Background: an optimization exercise with open tools, aiming at small area. Do not read the settings as production practice. The RTL was checked by simulation tests, not by an equivalence proof against the original design. Power is estimated from default activity; no workload was simulated.

Q:
// luFactorizer
module luFactorizer(clk,rst,a11,a12,a13,a14,a21,a22,a23,a24,a25,a31,a32,a33,a34,a35,a36,a41,a42,a43,a44,a45,a46,a47,a52,a53,a54,a55,a56,a57,a58,a63,a64,a65,a66,a67,a68,a74,a75,a76,a77,a78,a85,a86,a87,a88,lL1,lL2,lL3,uL1,uL2,uL3,uL4);
input clk;
input rst;
input [7:0] a11,a12,a13,a14,a21,a22,a23,a24,a25,a31,a32,a33,a34,a35,a36,a41,a42,a43,a44,a45,a46,a47,a52,a53,a54,a55,a56,a57,a58,a63,a64,a65,a66,a67,a68,a74,a75,a76,a77,a78,a85,a86,a87,a88;
output [7:0] lL1,lL2,lL3,uL1,uL2,uL3,uL4;
reg [10:0] jq;
reg first;
wire [4:0] count;
always @(posedge clk) jq <= rst ? 11'd0 : {jq[9:0], ~jq[10]};
always @(posedge clk) first <= rst;
wire [5:0] st = {first,count};
wire s0 = (jq[6] & jq[6]) | (~jq[6] & jq[10]);
wire s1 = (jq[6] & ~jq[7]);
wire s2 = (jq[7] & ~jq[8]);
wire s3 = (jq[8] & ~jq[9]);
wire s4 = (jq[9] & ~jq[10]);
wire s5 = (jq[10] & jq[0]);
wire s6 = (~jq[0] & jq[1]);
wire s7 = (~jq[1] & jq[2]);
wire s8 = (~jq[2] & jq[3]);
wire s9 = (~jq[3] & jq[4]);
wire s10 = (~jq[4] & jq[5]);
wire s11 = (~jq[5] & jq[6]);
wire s12 = (~jq[6] & jq[7]);
wire s13 = (~jq[7] & jq[8]);
wire s14 = (~jq[8] & jq[9]);
  ...
For scale: about 920 cells after synthesis, ~410 I/O pins.
clock: 8.0 ns
lec_check: 0
cap_margin: 20
core_margin: 2
core_utilization: 40
cts_buf_list: sky130_fd_sc_hd__clkbuf_8
slew_margin: 20
standard.sh (not shown) runs the stock make flow with config.mk's settings and CLKGATE_MAP_FILE= SYNTH_SCRIPT=/design/flow/synth_recipe.tcl, a recipe that flattens the netlist after the stock synthesis.
==> flow/flow/run.sh <==
#!/bin/bash
set -euo pipefail
cd "$(dirname "$0")/.."
R="$PWD/orfs/results/sky130hd/luFactorizer/base"
bash standard.sh BUFFER_PORTS_ARGS="-buffer_cell sky130_fd_sc_hd__buf_1" synth > make_synth.log 2>&1
cp "$R/1_2_yosys.v" "$PWD/synth_standard.v"
if python3 flow/fapol.py "$PWD/synth_standard.v" "$PWD/synth_fapol.v" > fapol.log 2>&1; then
  cp "$PWD/synth_fapol.v" "$R/1_2_yosys.v"
  rm -f "$R/1_synth.odb" "$R/1_synth.sdc"
fi
bash standard.sh BUFFER_PORTS_ARGS="-buffer_cell sky130_fd_sc_hd__buf_1" finish > make_finish.log 2>&1
==> flow/flow/fapol.py <==
#!/usr/bin/env python3
"""Flip the polarity of full-adder cells (FA(~a,~b,~c) = ~FA(a,b,c)) in a Yosys-written gate netlist
where that lowers the number of inverters; rewrites the netlist in place. Registers are untouched."""
import re, sys, collections, random
src, dst = sys.argv[1], sys.argv[2]
txt = open(src).read()
OUTP = {'X', 'Y', 'Q', 'Q_N', 'SUM', 'COUT'}
cell_re = re.compile(r'^  (sky130_fd_sc_hd__\w+) (\S+(?: )?) \(\n(.*?)\n  \);\n', re.S | re.M)
cells = []
for m in cell_re.finditer(txt):
    t, n, body = m.group(1), m.group(2), m.group(3)
    pins = re.findall(r'^\s+\.(\w+)\((.*)\),?$', body, re.M)
    cells.append({'type': t, 'name': n, 'pins': [(p, v.strip()) for p, v in pins], 'span': m.span()})
isinv = lambda c: re.match(r'sky130_fd_sc_hd__(clk)?inv_\d+$', c['type'])
isfa = lambda c: re.match(r'sky130_fd_sc_hd__fa_\d+$', c['type'])
drv = {}
for i, c in enumerate(cells):
    for p, v in c['pins']:
        if p in OUTP: drv[v] = (i, p)
# nets referenced outside cells (ports, assigns): treat as fixed sinks of their own polarity
body_wo_cells = cell_re.sub('', txt)
ext = set(re.findall(r'assign\s+(\S+)\s*=\s*(\S+?)\s*;', body_wo_cells))
portnames = set()
hdr = re.search(r'module\s+\w+\s*\((.*?)\);', txt, re.S).group(1)
for p in hdr.replace('\n', ' ').split(','): portnames.add(p.strip())
outports = set(re.findall(r'^\s*output\s+(?:\[\d+:\d+\]\s*)?(\w+);', txt, re.M))
def is_outport_net(v):
    b = re.sub(r'\[\d+\]$', '', v.strip())
    return b in outports
def root(v):
    pol = 0
    while v in drv and isinv(cells[drv[v][0]]):
        c = cells[drv[v][0]]
        v = dict(c['pins'])['A']; pol ^= 1
    return v, pol
# sinks: (cell index, pin, root, pol) for non-inverter cells
sinks = collections.defaultdict(list)
for i, c in enumerate(cells):
    if isinv(c): continue
    for p, v in c['pins']:
        if p in OUTP: continue
        r, pol = root(v)
        sinks[r].append((i, p, pol))
fixed_roots = set()
for v in list(drv):
    if is_outport_net(v): fixed_roots.add(root(v)[0])
fa = [i for i, c in enumerate(cells) if isfa(c)]
faout = {}
for i in fa:
    for p, v in cells[i]['pins']:
        if p in OUTP: faout[v] = i
# forbid flipping FAs whose outputs feed ports through inverters or directly
forbid = set(faout[r] for r in fixed_roots if r in faout)
flip = {}
def cost_root(r):
    prov = flip.get(faout[r], 0) if r in faout else 0
    need = set()
    for i, p, pol in sinks.get(r, []):
        need.add(pol ^ (flip.get(i, 0) if i in flip or isfa(cells[i]) else 0) ^ prov)
    return 1 if 1 in need else 0
def touched(i):
    rs = set()
    for p, v in cells[i]['pins']:
        rs.add(root(v)[0] if p not in OUTP else v)
    return rs
roots_of = {i: touched(i) for i in fa}
def total():
    return sum(cost_root(r) for r in sinks)
base = total()
best = base
random.seed(1)
order = [i for i in fa if i not in forbid]
for sweep in range(20):
    improved = False
    random.shuffle(order)
    for i in order:
        rs = roots_of[i]
        before = sum(cost_root(r) for r in rs)
        flip[i] = 1 - flip.get(i, 0)
        after = sum(cost_root(r) for r in rs)
        if after < before: improved = True
        else: flip[i] = 1 - flip[i]
    if not improved: break
flipped = [i for i in fa if flip.get(i, 0)]
final = total()
sys.stderr.write('fapol: inverter roots needed %d -> %d, flipped %d of %d full adders\n' % (base, final, len(flipped), len(fa)))
# ---- rebuild ----
affected = set()
for i in flipped:
    affected |= roots_of[i]
newwires = []
cnt = [0]
def newnet(prefix):
    cnt[0] += 1
    n = '_fapol_%s%d_' % (prefix, cnt[0]); newwires.append(n); return n
# flipped FA outputs drive new nets carrying the complement
provnet = {}   # root -> net carrying root value in provided polarity
provpol = {}
for r in affected:
    if r in faout and flip.get(faout[r], 0):
        provnet[r] = newnet('n'); provpol[r] = 1
    else:
        provnet[r] = r; provpol[r] = 0
invnet = {}
newcells = []
def get_pol(r, want):
    if want == provpol[r]: return provnet[r]
    if r not in invnet:
        invnet[r] = newnet('i')
        newcells.append(('sky130_fd_sc_hd__inv_1', '_fapol_inv%d_' % cnt[0], [('A', provnet[r]), ('Y', invnet[r])]))
    return invnet[r]
# rewrite pins
removed_inv = set()
for i, c in enumerate(cells):
    if isinv(c): continue
    newpins = []
    for p, v in c['pins']:
        if p in OUTP:
            if isfa(c) and flip.get(i, 0): v = provnet[v]
            newpins.append((p, v)); continue
        r, pol = root(v)
        if r in affected:
            want = pol ^ (1 if (isfa(c) and flip.get(i, 0)) else 0)
            v = get_pol(r, want)
        newpins.append((p, v))
    c['pins'] = newpins
# original inverters whose root is affected: drop them if their outputs are no longer used
used = collections.Counter()
for c in cells:
    for p, v in c['pins']:
        if p not in OUTP: used[v] += 1
for t, n, pins in newcells:
    for p, v in pins:
        if p not in OUTP: used[v] += 1
changed = True
keep = [True] * len(cells)
while changed:
    changed = False
    for i, c in enumerate(cells):
        if not keep[i] or not isinv(c): continue
        y = dict(c['pins'])['Y']; a = dict(c['pins'])['A']
        if used[y] == 0 and not is_outport_net(y) and root(y)[0] in affected:
            keep[i] = False; used[a] -= 1; changed = True
# original (unflipped-name) FA output nets that are no longer driven must not be loaded
out = []
pos = 0
def fmt(t, n, pins):
    esc = lambda v: v + ' ' if v.startswith('\\') else v
    return '  %s %s (\n%s\n  );\n' % (t, n, ',\n'.join('    .%s(%s)' % (p, esc(v)) for p, v in pins))
for i, c in enumerate(cells):
    s, e = c['span']
    out.append(txt[pos:s]); pos = e
    if keep[i]: out.append(fmt(c['type'], c['name'], c['pins']))
rest = txt[pos:]
idx = rest.rfind('endmodule')
out.append(rest[:idx])
for t, n, pins in newcells: out.append(fmt(t, n, pins))
out.append(rest[idx:])
res = ''.join(out)
# declare new wires after the module header's last declaration
decl = ''.join('  wire %s;\n' % w for w in newwires)
m = re.search(r'\);\n', res)
res = res[:m.end()] + decl + res[m.end():]
# drop declarations of nets that are no longer referenced by any cell
refs = collections.Counter(re.findall(r'\.\w+\(([^()]*)\)', res))
refs = set(v.strip() for v in refs)
def keepdecl(m):
    n = m.group(1).strip()
    return m.group(0) if (n in refs or not n.startswith('_')) else ''
res = re.sub(r'^  wire (\S+(?: )?);\n', keepdecl, res, flags=re.M)
open(dst, 'w').write(res)
kept_inv = sum(1 for i, c in enumerate(cells) if keep[i] and isinv(c)) + len(newcells)
sys.stderr.write('fapol: inverters %d -> %d\n' % (sum(1 for c in cells if isinv(c)), kept_inv))
Q went all the way through synthesis, placement and routing and the layout is clean on timing, DRC and antenna.
Input changes introduced in R (baseline for comparison: Q):
Settings: GPL_TIMING_DRIVEN newly set to 0.
--- a/flow/flow/run.sh
+++ b/flow/flow/run.sh
@@ -2,0 +3 @@
+export CTS_ARGS="-sink_clustering_enable -repair_clock_nets -buf_list sky130_fd_sc_hd__clkbuf_8 -dont_use_dummy_load"
--- a/flow/flow/fapol.py
+++ b/flow/flow/fapol.py
@@ -70,14 +70,19 @@
-best = base
-random.seed(1)
-order = [i for i in fa if i not in forbid]
-for sweep in range(20):
-    improved = False
-    random.shuffle(order)
-    for i in order:
-        rs = roots_of[i]
-        before = sum(cost_root(r) for r in rs)
-        flip[i] = 1 - flip.get(i, 0)
-        after = sum(cost_root(r) for r in rs)
-        if after < before: improved = True
-        else: flip[i] = 1 - flip[i]
-    if not improved: break
+best = None
+for seed in range(1, 11):
+    random.seed(seed)
+    flip = {}
+    order = [i for i in fa if i not in forbid]
+    for sweep in range(20):
+        improved = False
+        random.shuffle(order)
+        for i in order:
+            rs = roots_of[i]
+            before = sum(cost_root(r) for r in rs)
+            flip[i] = 1 - flip.get(i, 0)
+            after = sum(cost_root(r) for r in rs)
+            if after < before: improved = True
+            else: flip[i] = 1 - flip[i]
+        if not improved: break
+    t = total()
+    if best is None or t < best[0]: best = (t, dict(flip))
+flip = best[1]
--- outcome ---
Q → R: clock tree cell share of total cell area moved down; violation count after the first detailed-routing iteration went up; global-route usage shows an increase of 1.5 points. Compared R vs Q, and critical path depth is up in R. Against Q, power consumption in R fell by a few percent.

## static timing again, ports no longer ideal
The results above use ideal ports. As a check the final layouts listed here were re-extracted and re-timed, cells and wires unchanged. Step 1, drivers: a clkbuf_16 drives clk and a buf_2 each remaining input, both assumed. Step 2 adds t to the input delays and takes it off the output delays; t is the mean of the earliest and latest rising clock arrival at the registers after step 1. Input paths then give back, and output paths get back, about the clock's delay inside the block. Slacks: ideal / step 1 / step 2; pairs: ideal / step 1.
| run | t, ns | setup slack, ns | latest minus earliest clock arrival (ns) | slew at the worst register clock pin (ns) |
|---|---|---|---|---|
| Q | 0.426 | 1.966 / 1.966 / 1.576 | 0.016 / 0.016 | 0.10 / 0.10 |
| R | 0.419 | 0.993 / 0.993 / 0.993 | 0.027 / 0.027 | 0.10 / 0.10 |
After both steps setup and hold are still met in every run listed. The setup slack of Q, which loses most, moves by 0.000 ns with the drivers and by -0.390 ns with both steps.
